This is an optimization exercise on Yosys and OpenROAD, whose aim is a short achievable clock period and few clock cycles, not a production implementation. Power figures rest on the tool's default switching activity, not on a simulated workload.

== fjord ==
==> flow/design.v <==
module rv32i_mc (
    input         clk,
    input         reset,        
    input  [31:0] mem_rdata,    
    output [31:0] mem_addr,     
    output [31:0] mem_wdata,    
    output        mem_we        
);
    localparam [6:0] OP_LUI = 7'b0110111, OP_AUIPC = 7'b0010111, OP_JAL = 7'b1101111,
                     OP_JALR = 7'b1100111, OP_BR = 7'b1100011, OP_LD = 7'b0000011,
                     OP_ST = 7'b0100011, OP_IMM = 7'b0010011, OP_OP = 7'b0110011;
    reg [31:0] ma;           
    reg [31:0] wd;           
    reg        we;           
    reg        m_active;     
    reg        m_ld;         
    reg [4:0]  m_rd;
    reg [31:0] resume;       
    assign mem_addr  = ma;
    assign mem_wdata = wd;
    assign mem_we    = we;
    reg [31:0] rf [1:31];
    reg        d_valid;
    reg [31:0] d_ir;
    reg [31:0] d_pc;
    wire [6:0] d_op  = d_ir[6:0];
    wire [4:0] d_rd  = d_ir[11:7];
    wire [2:0] d_f3  = d_ir[14:12];
    wire [4:0] d_rs1 = d_ir[19:15];
    wire [4:0] d_rs2 = d_ir[24:20];
    wire d_lui   = d_op == OP_LUI;
    wire d_auipc = d_op == OP_AUIPC;
    wire d_jal   = d_op == OP_JAL;
    wire d_jalr  = d_op == OP_JALR;
    wire d_br    = d_op == OP_BR;
    wire d_ld    = d_op == OP_LD;
    wire d_st    = d_op == OP_ST;
    wire d_opimm = d_op == OP_IMM;
    wire d_opr   = d_op == OP_OP;
    wire [31:0] imm_i = {{20{d_ir[31]}}, d_ir[31:20]};
    wire [31:0] imm_s = {{20{d_ir[31]}}, d_ir[31:25], d_ir[11:7]};
    wire [31:0] imm_b = {{20{d_ir[31]}}, d_ir[7], d_ir[30:25], d_ir[11:8], 1'b0};
    wire [31:0] imm_j = {{12{d_ir[31]}}, d_ir[19:12], d_ir[20], d_ir[30:21], 1'b0};
    wire [31:0] imm_u = {d_ir[31:12], 12'b0};
    wire [31:0] d_off    = d_jal ? imm_j : (d_auipc ? imm_u : imm_b);
    wire [31:0] d_target = d_pc + d_off;
    wire [31:0] d_pc4    = d_pc + 32'd4;
    wire        d_pred   = d_jal | (d_br & d_ir[31]);    
    reg        x_valid;
    reg [31:0] x_a, x_b, x_imm, x_link, x_alt;
    reg [4:0]  x_rd, x_rs1, x_rs2;
    reg        x_b_rs2;      
    reg        x_wen;        
    reg        x_ldw;        
    reg        x_ld, x_st, x_br, x_jalr, x_pred;
    reg [2:0]  x_f3;
    reg        x_sub, x_sra;
    reg        s_add, s_slt, s_sltu, s_xor, s_or, s_and, s_sll, s_srl, s_link;
    wire x_exec = x_valid & ~m_active;
    wire [31:0] x_bb   = x_sub ? ~x_b : x_b;
    wire [31:0] x_sum  = x_a + x_bb + {31'b0, x_sub};
    wire        x_eq   = x_a == x_b;
    wire        x_lt   = $signed(x_a) < $signed(x_b);
    wire        x_ltu  = x_a < x_b;
    wire [31:0] x_sll  = x_a << x_b[4:0];
    wire [31:0] x_srl  = $signed({x_sra & x_a[31], x_a}) >>> x_b[4:0];
    wire [31:0] x_res  = ({32{s_add}}  & x_sum)
                       | ({32{s_slt}}  & {31'b0, x_lt})
                       | ({32{s_sltu}} & {31'b0, x_ltu})
                       | ({32{s_xor}}  & (x_a ^ x_b))
                       | ({32{s_or}}   & (x_a | x_b))
                       | ({32{s_and}}  & (x_a & x_b))
                       | ({32{s_sll}}  & x_sll)
                       | ({32{s_srl}}  & x_srl)
                       | ({32{s_link}} & x_link);
    reg x_taken;
    always @(*) begin
        case (x_f3)
            3'b000:  x_taken = x_eq;
            3'b001:  x_taken = ~x_eq;
            3'b100:  x_taken = x_lt;
            3'b101:  x_taken = ~x_lt;
            3'b110:  x_taken = x_ltu;
            3'b111:  x_taken = ~x_ltu;
            default: x_taken = 1'b0;
        endcase
    end
    wire [31:0] x_addr    = x_a + x_imm;
    wire        x_mem     = x_exec & (x_ld | x_st);
    wire        x_mispred = x_exec & ((x_br & (x_taken ^ x_pred)) | x_jalr);
    wire [31:0] x_target  = x_jalr ? {x_addr[31:1], 1'b0} : x_alt;
    wire        x_wb      = x_exec & x_wen;
    wire d_redirect = d_valid & d_pred & ~m_active & ~x_mispred;
    wire [31:0] rf_a = (d_rs1 == 5'd0) ? 32'b0 : rf[d_rs1];
    wire [31:0] rf_b = (d_rs2 == 5'd0) ? 32'b0 : rf[d_rs2];
    wire [31:0] d_a  = (x_wb && x_rd == d_rs1) ? x_res : rf_a;
    wire [31:0] d_b  = (x_wb && x_rd == d_rs2) ? x_res : rf_b;
    always @(posedge clk) begin
        if (m_active) begin
            if (m_ld) rf[m_rd] <= mem_rdata;
        end else if (x_wb) begin
            rf[x_rd] <= x_res;
        end
    end
    always @(posedge clk) begin
        if (reset) begin
            ma       <= 32'b0;
            we       <= 1'b0;
            m_active <= 1'b0;
            m_ld     <= 1'b0;
            d_valid  <= 1'b0;
            x_valid  <= 1'b0;
        end else begin
            if (x_mem) begin
                ma       <= x_addr;
                we       <= x_st;
                wd       <= x_b;
                m_active <= 1'b1;
                m_ld     <= x_ldw;
                m_rd     <= x_rd;
                resume   <= d_redirect ? d_target : ma + 32'd4;
            end else if (m_active) begin
                ma       <= resume;
                we       <= 1'b0;
                m_active <= 1'b0;
                m_ld     <= 1'b0;
            end else if (x_mispred) begin
                ma <= x_target;
            end else if (d_redirect) begin
                ma <= d_target;
            end else begin
                ma <= ma + 32'd4;
            end
            if (!m_active) begin
                d_valid <= ~x_mispred & ~d_redirect;
                d_ir    <= mem_rdata;
                d_pc    <= ma;
            end
            if (!m_active) begin
                x_valid <= d_valid & ~x_mispred;
                x_a     <= d_a;
                x_b     <= d_opimm ? imm_i : d_b;
                x_b_rs2 <= ~d_opimm;
                x_imm   <= d_st ? imm_s : imm_i;
                x_link  <= d_lui ? imm_u : (d_auipc ? d_target : d_pc4);
                x_alt   <= d_pred ? d_pc4 : d_target;
                x_rd    <= d_rd;
                x_rs1   <= d_rs1;
                x_rs2   <= d_rs2;
                x_wen   <= (d_rd != 5'd0) & (d_lui | d_auipc | d_jal | d_jalr | d_opimm | d_opr);
                x_ldw   <= (d_rd != 5'd0) & d_ld;
                x_ld    <= d_ld;
                x_st    <= d_st;
                x_br    <= d_br;
                x_jalr  <= d_jalr;
                x_pred  <= d_pred;
                x_f3    <= d_f3;
                x_sub   <= d_opr & (d_f3 == 3'b000) & d_ir[30];
                x_sra   <= d_ir[30];
                s_add   <= (d_opimm | d_opr) & (d_f3 == 3'b000);
                s_sll   <= (d_opimm | d_opr) & (d_f3 == 3'b001);
                s_slt   <= (d_opimm | d_opr) & (d_f3 == 3'b010);
                s_sltu  <= (d_opimm | d_opr) & (d_f3 == 3'b011);
                s_xor   <= (d_opimm | d_opr) & (d_f3 == 3'b100);
                s_srl   <= (d_opimm | d_opr) & (d_f3 == 3'b101);
                s_or    <= (d_opimm | d_opr) & (d_f3 == 3'b110);
                s_and   <= (d_opimm | d_opr) & (d_f3 == 3'b111);
                s_link  <= d_lui | d_auipc | d_jal | d_jalr;
            end else if (m_ld) begin
                if (m_rd == x_rs1) x_a <= mem_rdata;
                if (x_b_rs2 && m_rd == x_rs2) x_b <= mem_rdata;
            end
        end
    end
endmodule
==> flow/config.mk <==
export PLATFORM = sky130hd
export DESIGN_NAME = rv32i_mc
export DESIGN_NICKNAME = rv32i_mc
export VERILOG_FILES = /design/flow/design.v
export SDC_FILE = /design/flow/constraint.sdc
export NUM_CORES = 4
export LEC_CHECK = 0
export CAP_MARGIN = 20
export CORE_MARGIN = 2
export CORE_UTILIZATION = 40
export SLEW_MARGIN = 20
==> flow/constraint.sdc <==
create_clock -name core_clock -period 11.0 [get_ports {clk}]
set_input_delay 2.2000 -clock core_clock [delete_from_list [all_inputs] [get_ports {clk}]]
set_output_delay 2.2000 -clock core_clock [all_outputs]
set_load 0.01 [all_outputs]
run.sh (not shown) runs the stock make flow with config.mk's settings and CLKGATE_MAP_FILE= SYNTH_SCRIPT=/design/flow/synth_recipe.tcl, a recipe that flattens the netlist after the stock synthesis.
Input changes introduced in xenon (baseline for comparison: fjord):
Settings: ABC_CLOCK_PERIOD_IN_PS: unset -> 2500; SETUP_SLACK_MARGIN: unset -> 5.
Notes after the runs:
xenon finished every stage and its layout cleared the timing, design-rule and antenna checks.
Clock group power in xenon vs fjord: up about 1%
Largest voltage drop on the vdd net, xenon and fjord, lower one = fjord.
xenon vs fjord: met2 wire length down by a few percent
The instance area at placement was comparable across xenon and fjord.
Function was not checked in any run of this note: the RTL went through the layout flow alone.

afterwards: timing with drivers on the ports:
The results above use ideal ports. As a check the final layouts listed here were re-extracted and re-timed, cells and wires unchanged.
Step 1: set_driving_cell puts a clkbuf_16 on clk and a buf_2 on each other input, an assumption about the parent block.
Step 2 also shifts input and output timing later by t, the mid clock arrival at the registers, as if the neighbouring blocks saw the same clock.
Three values: ideal ports, drivers, drivers and shift; two values: the first two.
| run | t (ns) | setup slack, ns | hold WS [ns] | worst register clock-pin slew, ns |
|---|---|---|---|---|
| fjord | 0.849 | 5.181 / 5.181 / 5.181 | 0.486 / 0.486 / 0.486 | 0.06 / 0.06 |
| xenon | 0.893 | 5.471 / 5.471 / 5.471 | 0.483 / 0.483 / 0.483 | 0.07 / 0.07 |
After both steps every run listed still meets setup and hold.
